This design comes from an exercise in tuning for small area, a short achievable clock period and few clock cycles per item on the open sky130 flow, not from production work.

Setup of job 6041:
==> flow/design.v (excerpt) <==
module gcd( input [31:0] a_in,
            input [31:0] b_in,
            input start,
            input reset_n,
            input clk,
            output [31:0] result,
            output done);
  localparam int M = 4;           
  logic [32:0] a, b;              
  logic        fb;                
  logic [4:0]  k;                 
  logic        h;                 
  logic        busy;
  logic        bz;                
  wire k_zero = (k == 5'd0);
  wire a_zero = (a == 33'd0);
  wire a_odd = a[0] ^ a[32];
  wire b_odd = b[0] ^ fb;
  wire [32:0] ag0 = b & a;
  wire [32:0] ap  = b ^ a;
  wire [31:0] ag  = {ag0[31:1], ag0[0] | ap[0]};
  wire cy_g0_1 = ag[1] | (ap[1] & ag[0]);
  wire cy_p0_1 = ap[1] & ap[0];
  wire cy_g0_3 = ag[3] | (ap[3] & ag[2]);
  wire cy_p0_3 = ap[3] & ap[2];
  wire cy_g0_5 = ag[5] | (ap[5] & ag[4]);
  wire cy_p0_5 = ap[5] & ap[4];
  wire cy_g0_7 = ag[7] | (ap[7] & ag[6]);
  wire cy_p0_7 = ap[7] & ap[6];
  wire cy_g0_9 = ag[9] | (ap[9] & ag[8]);
  wire cy_p0_9 = ap[9] & ap[8];
  wire cy_g0_11 = ag[11] | (ap[11] & ag[10]);
  wire cy_p0_11 = ap[11] & ap[10];
  wire cy_g0_13 = ag[13] | (ap[13] & ag[12]);
  wire cy_p0_13 = ap[13] & ap[12];
  wire cy_g0_15 = ag[15] | (ap[15] & ag[14]);
  wire cy_p0_15 = ap[15] & ap[14];
  wire cy_g0_17 = ag[17] | (ap[17] & ag[16]);
  wire cy_p0_17 = ap[17] & ap[16];
  wire cy_g0_19 = ag[19] | (ap[19] & ag[18]);
  wire cy_p0_19 = ap[19] & ap[18];
  wire cy_g0_21 = ag[21] | (ap[21] & ag[20]);
  ...
clock: 4.0 ns
lec_check: 0
cap_margin: 20
core_margin: 2
core_utilization: 40
place_density: 0.6
slew_margin: 20
run.sh (not shown) runs the stock make flow with config.mk's settings and CLKGATE_MAP_FILE= SYNTH_SCRIPT=/design/flow/synth_recipe.tcl, a recipe that flattens the netlist after the stock synthesis.
Setup changes, job 6041 to job 4186
-- flow/design.v --
<<< job 6041, line 6
            output [31:0] result,
            output done);
  localparam int M = 4;           
  logic [32:0] a, b;              
  logic        fb;                
>>> job 4186, line 6
            output [31:0] result,
            output done);
  localparam int M = 2;           
  logic [32:0] a, b;              
  logic        fb;                
<<< job 6041, line 204
  end
  wire conv = !fx && x[32] && xs[0];
  wire fin = bz || (odd && e_zero);
  assign done   = busy && fin && k_zero;
  assign result = a[31:0] ^ {32{a[32]}};
  always_ff @(posedge clk, negedge reset_n) begin
>>> job 4186, line 204
  end
  wire conv = !fx && x[32] && xs[0];
  assign done   = busy && bz && k_zero;
  assign result = a[31:0] ^ {32{a[32]}};
  always_ff @(posedge clk, negedge reset_n) begin
<<< job 6041, line 228
        bz   <= (b_in == 32'd0);
      end
    end else if (fin && k_zero) begin
      busy <= 1'b0;
    end else if (bz) begin
      if (!k_zero) begin
        a <= {a[31:0], a[32]};
        k <= k - 5'd1;
      end
    end else begin
      b  <= {xs[32:1], xs[0] & !conv};
>>> job 4186, line 227
        bz   <= (b_in == 32'd0);
      end
    end else if (bz) begin
      if (!k_zero) begin
        a <= {a[31:0], a[32]};
        k <= k - 5'd1;
      end else busy <= 1'b0;
    end else begin
      b  <= {xs[32:1], xs[0] & !conv};
### Flow results
Worst-case setup margin in the final layout up 0.17 ns in job 4186 wrt job 6041
Job 4186 vs. job 6041: via count decreased about 18%, global-route total usage across every layer decreased 2.9 points, endpoint arrival time on the critical path decreased 0.17 ns.
Measured against each other, job 6041 and job 4186 differ in area overhead of the layout relative to synthesis, the lower figure coming from job 4186.
Compare job 6041 and job 4186 | total stage count of the critical path lower: job 4186
Number of cells in the finished layout apart from fillers in job 4186 is 16% below job 6041.
No run of this note included a check of the RTL's function; only the layout flow was run.

---

The RTL this note starts from:
==> flow/design.v <==
module gcd( input [31:0] a_in,
            input [31:0] b_in,
            input start,
            input reset_n,
            input clk,
            output [31:0] result,
            output done);
  localparam int M = 3;           
  logic [32:0] a, b;              
  logic        fb;                
  logic [4:0]  k;                 
  logic        busy;
  logic        bz;                
  wire k_zero = (k == 5'd0);
  wire a_zero = (a == 33'd0);
  wire a_odd = a[0] ^ a[32];
  wire b_odd = b[0] ^ fb;
  wire [32:0] ag0 = b & a;
  wire [32:0] ap  = b ^ a;
  wire [31:0] ag  = {ag0[31:1], ag0[0] | ap[0]};
  wire cy_g0_1 = ag[1] | (ap[1] & ag[0]);
  wire cy_p0_1 = ap[1] & ap[0];
  wire cy_g0_3 = ag[3] | (ap[3] & ag[2]);
  wire cy_p0_3 = ap[3] & ap[2];
  wire cy_g0_5 = ag[5] | (ap[5] & ag[4]);
  wire cy_p0_5 = ap[5] & ap[4];
  wire cy_g0_7 = ag[7] | (ap[7] & ag[6]);
  wire cy_p0_7 = ap[7] & ap[6];
  wire cy_g0_9 = ag[9] | (ap[9] & ag[8]);
  wire cy_p0_9 = ap[9] & ap[8];
  wire cy_g0_11 = ag[11] | (ap[11] & ag[10]);
  wire cy_p0_11 = ap[11] & ap[10];
  wire cy_g0_13 = ag[13] | (ap[13] & ag[12]);
  wire cy_p0_13 = ap[13] & ap[12];
  wire cy_g0_15 = ag[15] | (ap[15] & ag[14]);
  wire cy_p0_15 = ap[15] & ap[14];
  wire cy_g0_17 = ag[17] | (ap[17] & ag[16]);
  wire cy_p0_17 = ap[17] & ap[16];
  wire cy_g0_19 = ag[19] | (ap[19] & ag[18]);
  wire cy_p0_19 = ap[19] & ap[18];
  wire cy_g0_21 = ag[21] | (ap[21] & ag[20]);
  wire cy_p0_21 = ap[21] & ap[20];
  wire cy_g0_23 = ag[23] | (ap[23] & ag[22]);
  wire cy_p0_23 = ap[23] & ap[22];
  wire cy_g0_25 = ag[25] | (ap[25] & ag[24]);
  wire cy_p0_25 = ap[25] & ap[24];
  wire cy_g0_27 = ag[27] | (ap[27] & ag[26]);
  wire cy_p0_27 = ap[27] & ap[26];
  wire cy_g0_29 = ag[29] | (ap[29] & ag[28]);
  wire cy_p0_29 = ap[29] & ap[28];
  wire cy_g0_31 = ag[31] | (ap[31] & ag[30]);
  wire cy_p0_31 = ap[31] & ap[30];
  wire cy_g1_3 = cy_g0_3 | (cy_p0_3 & cy_g0_1);
  wire cy_p1_3 = cy_p0_3 & cy_p0_1;
  wire cy_g1_7 = cy_g0_7 | (cy_p0_7 & cy_g0_5);
  wire cy_p1_7 = cy_p0_7 & cy_p0_5;
  wire cy_g1_11 = cy_g0_11 | (cy_p0_11 & cy_g0_9);
  wire cy_p1_11 = cy_p0_11 & cy_p0_9;
  wire cy_g1_15 = cy_g0_15 | (cy_p0_15 & cy_g0_13);
  wire cy_p1_15 = cy_p0_15 & cy_p0_13;
  wire cy_g1_19 = cy_g0_19 | (cy_p0_19 & cy_g0_17);
  wire cy_p1_19 = cy_p0_19 & cy_p0_17;
  wire cy_g1_23 = cy_g0_23 | (cy_p0_23 & cy_g0_21);
  wire cy_p1_23 = cy_p0_23 & cy_p0_21;
  wire cy_g1_27 = cy_g0_27 | (cy_p0_27 & cy_g0_25);
  wire cy_p1_27 = cy_p0_27 & cy_p0_25;
  wire cy_g1_31 = cy_g0_31 | (cy_p0_31 & cy_g0_29);
  wire cy_p1_31 = cy_p0_31 & cy_p0_29;
  wire cy_g2_7 = cy_g1_7 | (cy_p1_7 & cy_g1_3);
  wire cy_p2_7 = cy_p1_7 & cy_p1_3;
  wire cy_g2_15 = cy_g1_15 | (cy_p1_15 & cy_g1_11);
  wire cy_p2_15 = cy_p1_15 & cy_p1_11;
  wire cy_g2_23 = cy_g1_23 | (cy_p1_23 & cy_g1_19);
  wire cy_p2_23 = cy_p1_23 & cy_p1_19;
  wire cy_g2_31 = cy_g1_31 | (cy_p1_31 & cy_g1_27);
  wire cy_p2_31 = cy_p1_31 & cy_p1_27;
  wire cy_g3_15 = cy_g2_15 | (cy_p2_15 & cy_g2_7);
  wire cy_p3_15 = cy_p2_15 & cy_p2_7;
  wire cy_g3_31 = cy_g2_31 | (cy_p2_31 & cy_g2_23);
  wire cy_p3_31 = cy_p2_31 & cy_p2_23;
  wire cy_g4_31 = cy_g3_31 | (cy_p3_31 & cy_g3_15);
  wire cy_p4_31 = cy_p3_31 & cy_p3_15;
  wire cy_g5_23 = cy_g2_23 | (cy_p2_23 & cy_g3_15);
  wire cy_p5_23 = cy_p2_23 & cy_p3_15;
  wire cy_g6_11 = cy_g1_11 | (cy_p1_11 & cy_g2_7);
  wire cy_p6_11 = cy_p1_11 & cy_p2_7;
  wire cy_g6_19 = cy_g1_19 | (cy_p1_19 & cy_g3_15);
  wire cy_p6_19 = cy_p1_19 & cy_p3_15;
  wire cy_g6_27 = cy_g1_27 | (cy_p1_27 & cy_g5_23);
  wire cy_p6_27 = cy_p1_27 & cy_p5_23;
  wire cy_g7_5 = cy_g0_5 | (cy_p0_5 & cy_g1_3);
  wire cy_p7_5 = cy_p0_5 & cy_p1_3;
  wire cy_g7_9 = cy_g0_9 | (cy_p0_9 & cy_g2_7);
  wire cy_p7_9 = cy_p0_9 & cy_p2_7;
  wire cy_g7_13 = cy_g0_13 | (cy_p0_13 & cy_g6_11);
  wire cy_p7_13 = cy_p0_13 & cy_p6_11;
  wire cy_g7_17 = cy_g0_17 | (cy_p0_17 & cy_g3_15);
  wire cy_p7_17 = cy_p0_17 & cy_p3_15;
  wire cy_g7_21 = cy_g0_21 | (cy_p0_21 & cy_g6_19);
  wire cy_p7_21 = cy_p0_21 & cy_p6_19;
  wire cy_g7_25 = cy_g0_25 | (cy_p0_25 & cy_g5_23);
  wire cy_p7_25 = cy_p0_25 & cy_p5_23;
  wire cy_g7_29 = cy_g0_29 | (cy_p0_29 & cy_g6_27);
  wire cy_p7_29 = cy_p0_29 & cy_p6_27;
  wire cy_g8_2 = ag[2] | (ap[2] & cy_g0_1);
  wire cy_p8_2 = ap[2] & cy_p0_1;
  wire cy_g8_4 = ag[4] | (ap[4] & cy_g1_3);
  wire cy_p8_4 = ap[4] & cy_p1_3;
  wire cy_g8_6 = ag[6] | (ap[6] & cy_g7_5);
  wire cy_p8_6 = ap[6] & cy_p7_5;
  wire cy_g8_8 = ag[8] | (ap[8] & cy_g2_7);
  wire cy_p8_8 = ap[8] & cy_p2_7;
  wire cy_g8_10 = ag[10] | (ap[10] & cy_g7_9);
  wire cy_p8_10 = ap[10] & cy_p7_9;
  wire cy_g8_12 = ag[12] | (ap[12] & cy_g6_11);
  wire cy_p8_12 = ap[12] & cy_p6_11;
  wire cy_g8_14 = ag[14] | (ap[14] & cy_g7_13);
  wire cy_p8_14 = ap[14] & cy_p7_13;
  wire cy_g8_16 = ag[16] | (ap[16] & cy_g3_15);
  wire cy_p8_16 = ap[16] & cy_p3_15;
  wire cy_g8_18 = ag[18] | (ap[18] & cy_g7_17);
  wire cy_p8_18 = ap[18] & cy_p7_17;
  wire cy_g8_20 = ag[20] | (ap[20] & cy_g6_19);
  wire cy_p8_20 = ap[20] & cy_p6_19;
  wire cy_g8_22 = ag[22] | (ap[22] & cy_g7_21);
  wire cy_p8_22 = ap[22] & cy_p7_21;
  wire cy_g8_24 = ag[24] | (ap[24] & cy_g5_23);
  wire cy_p8_24 = ap[24] & cy_p5_23;
  wire cy_g8_26 = ag[26] | (ap[26] & cy_g7_25);
  wire cy_p8_26 = ap[26] & cy_p7_25;
  wire cy_g8_28 = ag[28] | (ap[28] & cy_g6_27);
  wire cy_p8_28 = ap[28] & cy_p6_27;
  wire cy_g8_30 = ag[30] | (ap[30] & cy_g7_29);
  wire cy_p8_30 = ap[30] & cy_p7_29;
  wire [31:0] cy_G = {cy_g4_31, cy_g8_30, cy_g7_29, cy_g8_28, cy_g6_27, cy_g8_26, cy_g7_25, cy_g8_24, cy_g5_23, cy_g8_22, cy_g7_21, cy_g8_20, cy_g6_19, cy_g8_18, cy_g7_17, cy_g8_16, cy_g3_15, cy_g8_14, cy_g7_13, cy_g8_12, cy_g6_11, cy_g8_10, cy_g7_9, cy_g8_8, cy_g2_7, cy_g8_6, cy_g7_5, cy_g8_4, cy_g1_3, cy_g8_2, cy_g0_1, ag[0]};
  wire [32:0] e = ap ^ {cy_G, 1'b1};        
  wire e_zero = &(a ^ b);                   
  wire swap = e[32] ^ b[32];                
  wire strip  = !a_odd && !b_odd;           
  wire a_even = !a_odd && b_odd;
  wire odd    = a_odd && b_odd;
  logic [32:0] x;
  logic        fx;
  always_comb begin
    if (a_even)          begin x = a; fx = a[32]; end
    else if (odd)        begin x = e; fx = 1'b0;  end
    else                 begin x = b; fx = fb;    end
  end
  wire [3:0] xl = x[3:0] ^ {4{fx}};
  logic [32:0] xs;
  always_comb begin
    xs = {x[32], x[32:1]};
    if (strip) xs = {x[32], x[32:1]};
    else if (M >= 4 && xl[3:0] == 4'd0) xs = {{4{x[32]}}, x[32:4]};
    else if (M >= 3 && xl[2:0] == 3'd0) xs = {{3{x[32]}}, x[32:3]};
    else if (M >= 2 && xl[1:0] == 2'd0) xs = {{2{x[32]}}, x[32:2]};
  end
  wire conv = !fx && x[32] && xs[0];
  wire fin = bz || (odd && e_zero);
  assign done   = busy && fin && k_zero;
  assign result = a[31:0] ^ {32{a[32]}};
  always_ff @(posedge clk, negedge reset_n) begin
    if (!reset_n)                  busy <= 1'b0;
    else if (!busy)                busy <= start;
    else if (fin && k_zero)        busy <= 1'b0;
  end
  wire load = !busy && start;
  always_ff @(posedge clk) begin
    b  <= load ? {1'b1, ~b_in} : {xs[32:1], xs[0] & !conv};
    fb <= load | fx | conv;
  end
  always_ff @(posedge clk) begin
    if (load) begin
      a  <= {1'b0, a_in};
      k  <= '0;
      bz <= (b_in == 32'd0);
    end else if (busy && bz) begin
      if (!k_zero) begin
        a <= {a[31:0], a[32]};
        k <= k - 5'd1;
      end
    end else if (busy) begin
      bz <= odd ? e_zero : (a_even && a_zero);
      if (strip) begin
        a <= {a[32], a[32:1]};
        k <= k + 5'd1;
      end else if (a_even || (odd && swap)) begin
        a <= b;
      end
    end
  end
endmodule
clock: 4.0 ns
lec_check: 0
cap_margin: 20
core_margin: 2
core_utilization: 40
place_density: 0.6
setup_slack_margin: 0.6
slew_margin: 20
standard.sh (not shown) runs the stock make flow with config.mk's settings and CLKGATE_MAP_FILE= SYNTH_SCRIPT=/design/flow/synth_recipe.tcl, a recipe that flattens the netlist after the stock synthesis.
==> flow/flow/run.sh <==
#!/bin/bash
# Standard ORFS layout, with the port buffers made of the smallest buffer
# cell and a clock tree without dummy loads.
set -euo pipefail
export BUFFER_PORTS_ARGS="-buffer_cell sky130_fd_sc_hd__buf_1"
export CTS_ARGS="-sink_clustering_enable -repair_clock_nets -dont_use_dummy_load -sink_clustering_size 80 -sink_clustering_max_diameter 400 -buf_list sky130_fd_sc_hd__clkbuf_16"
bash standard.sh > standard_flow.log 2>&1
Change:
--- a/flow/design.v
+++ b/flow/design.v
@@ -9,6 +9,7 @@
   logic [32:0] a, b;              
   logic        fb;                
   logic [4:0]  k;                 
+  logic        h;                 
   logic        busy;
   logic        bz;                
   wire k_zero = (k == 5'd0);
@@ -136,13 +137,13 @@
   wire [32:0] e = ap ^ {cy_G, 1'b1};        
   wire e_zero = &(a ^ b);                   
   wire swap = e[32] ^ b[32];                
-  wire strip  = !a_odd && !b_odd;           
+  wire strip  = h || (!a_odd && !b_odd);    
   wire a_even = !a_odd && b_odd;
   wire odd    = a_odd && b_odd;
   logic [32:0] x;
   logic        fx;
   always_comb begin
-    if (a_even)          begin x = a; fx = a[32]; end
+    if (strip || a_even) begin x = a; fx = a[32]; end
     else if (odd)        begin x = e; fx = 1'b0;  end
     else                 begin x = b; fx = fb;    end
   end
@@ -173,17 +174,20 @@
     if (load) begin
       a  <= {1'b0, a_in};
       k  <= '0;
+      h  <= 1'b0;
       bz <= (b_in == 32'd0);
-    end else if (busy && bz) begin
+    end else if (busy && fin) begin
+      bz <= 1'b1;
       if (!k_zero) begin
         a <= {a[31:0], a[32]};
         k <= k - 5'd1;
       end
     end else if (busy) begin
-      bz <= odd ? e_zero : (a_even && a_zero);
+      bz <= odd ? e_zero : a_zero;
       if (strip) begin
-        a <= {a[32], a[32:1]};
-        k <= k + 5'd1;
+        a <= b;
+        h <= !h;
+        if (h) k <= k + 5'd1;
       end else if (a_even || (odd && swap)) begin
         a <= b;
       end
After rerunning: Utilization drops by 1.3 points. Maximum frequency came out lower slightly. Critical path depth falls by 4. Flip-flop and latch count grows by 1. Area after synthesis drops slightly. First-iteration DRC count increases by roughly a tenth. Routed wire length drops by a little under a tenth. Non-clock buffer count goes down by 9. Cell area is lower by a few percent. Worst setup slack degrades by 0.045 ns. Die area came out lower slightly. Cell count went down by a few percent.
No run of this note included a check of the RTL's function; only the layout flow was run.

-- re-timing with driven ports --
The results above use ideal ports. As a check the final layouts listed here were re-extracted and re-timed, cells and wires unchanged. Step 1 assumes that a clkbuf_16 drives the clock port and a buf_2 every other input. Step 2 also shifts input and output timing later by t, the mid clock arrival at the registers, as if the neighbouring blocks saw the same clock. Slacks: ideal / step 1 / step 2; pairs: ideal / step 1.
| run | t (ns) | slack for setup (ns) | latest minus earliest clock arrival (ns) | worst slew at a driven data input, ns |
|---|---|---|---|---|
| job 6041 | 0.390 | 0.175 / 0.157 / 0.175 | 0.011 / 0.011 | 0.04 |
| job 4186 | 0.393 | 0.348 / 0.348 / 0.348 | 0.008 / 0.008 | 0.04 |
| the first run of note 2 | 0.388 | 0.514 / 0.514 / 0.514 | 0.015 / 0.015 | 0.04 |
| the second run of note 2 | 0.388 | 0.469 / 0.469 / 0.469 | 0.012 / 0.011 | 0.04 |
After both steps every run listed still meets setup and hold.
